This is an optimization exercise on Yosys and OpenROAD, whose aim is small area, not a production implementation.
Only simulation tests tie the RTL to the original design; equivalence was not proved.
Power is estimated from default activity; no workload was simulated.

== JK ==
Design top, start of the top module:
module top(
    input [1:0]   selectionSW,
    input [7:0]   desired_temp,
    input         CLK100MHZ,
    input         rst,
    input         TMP_SDA_i,
    output        TMP_SDA_o,
    output        TMP_SDA_oe,
    output        TMP_SCL,
    output reg [6:0] SEG,
    output reg [7:0] AN,
    output [15:0] LED,
    output redLED,
    output blueLED
    );
Settings: LEC_CHECK=0, CAP_MARGIN=20, CORE_MARGIN=2, CORE_UTILIZATION=40, SLEW_MARGIN=20; clock period 25.0 ns.
standard.sh (not shown) runs the stock make flow with config.mk's settings and CLKGATE_MAP_FILE= SYNTH_SCRIPT=/design/flow/synth_recipe.tcl, a recipe that flattens the netlist after the stock synthesis.
==> flow/flow/run.sh <==
#!/bin/bash
# Layout flow: the standard ORFS flow (standard.sh), with two changes:
#  - synthesis maps the logic with an area-oriented ABC script (flow/area.abc) and
#    without Yosys's half/full-adder extraction; everything else in the standard
#    synthesis script (synth_recipe.tcl) is unchanged, so the registers are the same;
#  - port buffers use the smallest buffer cell (sky130_fd_sc_hd__buf_1);
#  - clock tree synthesis uses clkbuf_8 buffers and inserts no dummy loads.
# Each tool writes its full log under orfs/logs/; make's output goes to flow_make.log.
set -euo pipefail
W=$(pwd)
F=$W/flow
{
  echo "proc abc {args} { set o {}; set s 0; foreach a \$args { if {\$s} {set s 0; continue}; if {\$a eq \"-script\"} {set s 1; continue}; lappend o \$a }; yosys abc -script $F/area.abc {*}\$o }"
  echo "proc extract_fa {args} { }"
  cat "$W/synth_recipe.tcl"
} > "$W/area_synth.tcl"
sed "s#SYNTH_SCRIPT=[^ ]*#SYNTH_SCRIPT=$W/area_synth.tcl #" "$W/standard.sh" > "$W/area_standard.sh"
bash "$W/area_standard.sh" \
  "BUFFER_PORTS_ARGS=-buffer_cell sky130_fd_sc_hd__buf_1" \
  "CTS_ARGS=-sink_clustering_enable -repair_clock_nets -buf_list sky130_fd_sc_hd__clkbuf_16 -sink_clustering_size 40 -dont_use_dummy_load" \
  finish > "$W/flow_make.log" 2>&1
==> flow/flow/area.abc <==
strash
dch -f
map -a
strash
dch -f
map -a
strash
dch -f
map -a
strash
dch -f
map -a
strash
dch -f
map -a
topo
> inputs changed (JK -> MS)
diff --git a/flow/flow/run.sh b/flow/flow/run.sh
--- a/flow/flow/run.sh
+++ b/flow/flow/run.sh
@@ -1,3 +1,3 @@
 #!/bin/bash
-# Layout flow: the standard ORFS flow (standard.sh), with two changes:
+# Layout flow: the standard ORFS flow (standard.sh), with these changes:
 #  - synthesis maps the logic with an area-oriented ABC script (flow/area.abc) and
@@ -19,3 +19,3 @@
   "BUFFER_PORTS_ARGS=-buffer_cell sky130_fd_sc_hd__buf_1" \
-  "CTS_ARGS=-sink_clustering_enable -repair_clock_nets -buf_list sky130_fd_sc_hd__clkbuf_16 -sink_clustering_size 40 -dont_use_dummy_load" \
+  "CTS_ARGS=-sink_clustering_enable -repair_clock_nets -buf_list sky130_fd_sc_hd__clkbuf_8 -dont_use_dummy_load" \
   finish > "$W/flow_make.log" 2>&1
==> flow/flow/area.abc <==
strash
&get -n
&dch -f
&nf -a -R 1000
&put
strash
&get -n
&deepsyn -T 60
&put
strash
&get -n
&dch -f
&nf -a -R 1000
&put
strash
&get -n
&dch -f
&nf -a -R 1000
&put
strash
&get -n
&dch -f
&nf -a -R 1000
&put
topo
==> run summary <==
As far as met3 track demand over resource in global routing is concerned, MS and JK perform about the same. A beginning of the critical path of desired_temp[2] is what MS shows, while desired_temp[6] belongs to JK. | non-clock buffer count in the final layout | MS vs JK | 2 lower |. Portion of the layout cell area used by clock cells is lower on MS. Taking JK as the reference, in MS clock period minus final worst setup slack rose 370 ps; die area fell 2.9%.
Modified inputs, AL compared to MS
diff --git a/flow/flow/run.sh b/flow/flow/run.sh
--- a/flow/flow/run.sh
+++ b/flow/flow/run.sh
@@ -1,3 +1,3 @@
 #!/bin/bash
-# Layout flow: the standard ORFS flow (standard.sh), with these changes:
+# Layout flow: the standard ORFS flow (standard.sh), with two changes:
 #  - synthesis maps the logic with an area-oriented ABC script (flow/area.abc) and
==> flow/flow/area.abc <==
strash
dch -f
map -a
strash
dch -f
map -a
strash
dch -f
map -a
strash
dch -f
map -a
strash
dch -f
map -a
topo
Relative to MS, AL degrades wire length.
On reported combinational group power: AL sits above MS.
AL vs. MS: total via count in the routed design now sits higher; cell area now sits higher.
On post-route minimum period, AL does better than MS.
What TR does differently from AL at the input level:
diff --git a/flow/flow/run.sh b/flow/flow/run.sh
--- a/flow/flow/run.sh
+++ b/flow/flow/run.sh
@@ -1,3 +1,3 @@
 #!/bin/bash
-# Layout flow: the standard ORFS flow (standard.sh), with two changes:
+# Layout flow: the standard ORFS flow (standard.sh), with these changes:
 #  - synthesis maps the logic with an area-oriented ABC script (flow/area.abc) and
==> flow/flow/area.abc <==
strash
dch -f
map -a
strash
&get -n
&deepsyn -T 60
&put
strash
dch -f
map -a
strash
dch -f
map -a
strash
dch -f
map -a
topo
--- outcome ---
- Wire length the detailed router placed on met1: TR < AL
- Diff AL -> TR | global-route usage | decrease of 0.95 points
- Maximum resistive drop on vdd for TR: 15% down relative to AL

## what the ideal ports hide
Ports are ideal in the flow. The routed layouts listed here were re-timed in OpenROAD. Step 1, drivers: a clkbuf_16 drives CLK100MHZ and a buf_2 each remaining input, both assumed. Step 2 times the ports against the registers' clock, not the clock port: input delays grow and output delays shrink by t, the midpoint of the rising clock arrivals with the driver on. a / b / c = no drivers / after step 1 / after step 2; a / b = the first two.
run	t (ns)	slack for setup (ns)	hold slack, ns	worst setup path at the end
JK	0.464	13.881 / 13.860 / 13.860	0.311 / 0.311 / 0.311	input to output
MS	0.480	13.515 / 13.492 / 13.492	0.315 / 0.315 / 0.315	input to output
AL	0.487	13.889 / 13.868 / 13.868	0.306 / 0.306 / 0.306	input to output
TR	0.487	13.496 / 13.475 / 13.475	0.324 / 0.324 / 0.324	input to output
After both steps every run listed still meets setup and hold. For MS, which loses most, drivers alone change the setup slack by -0.023 ns; drivers and shift together by -0.023 ns.
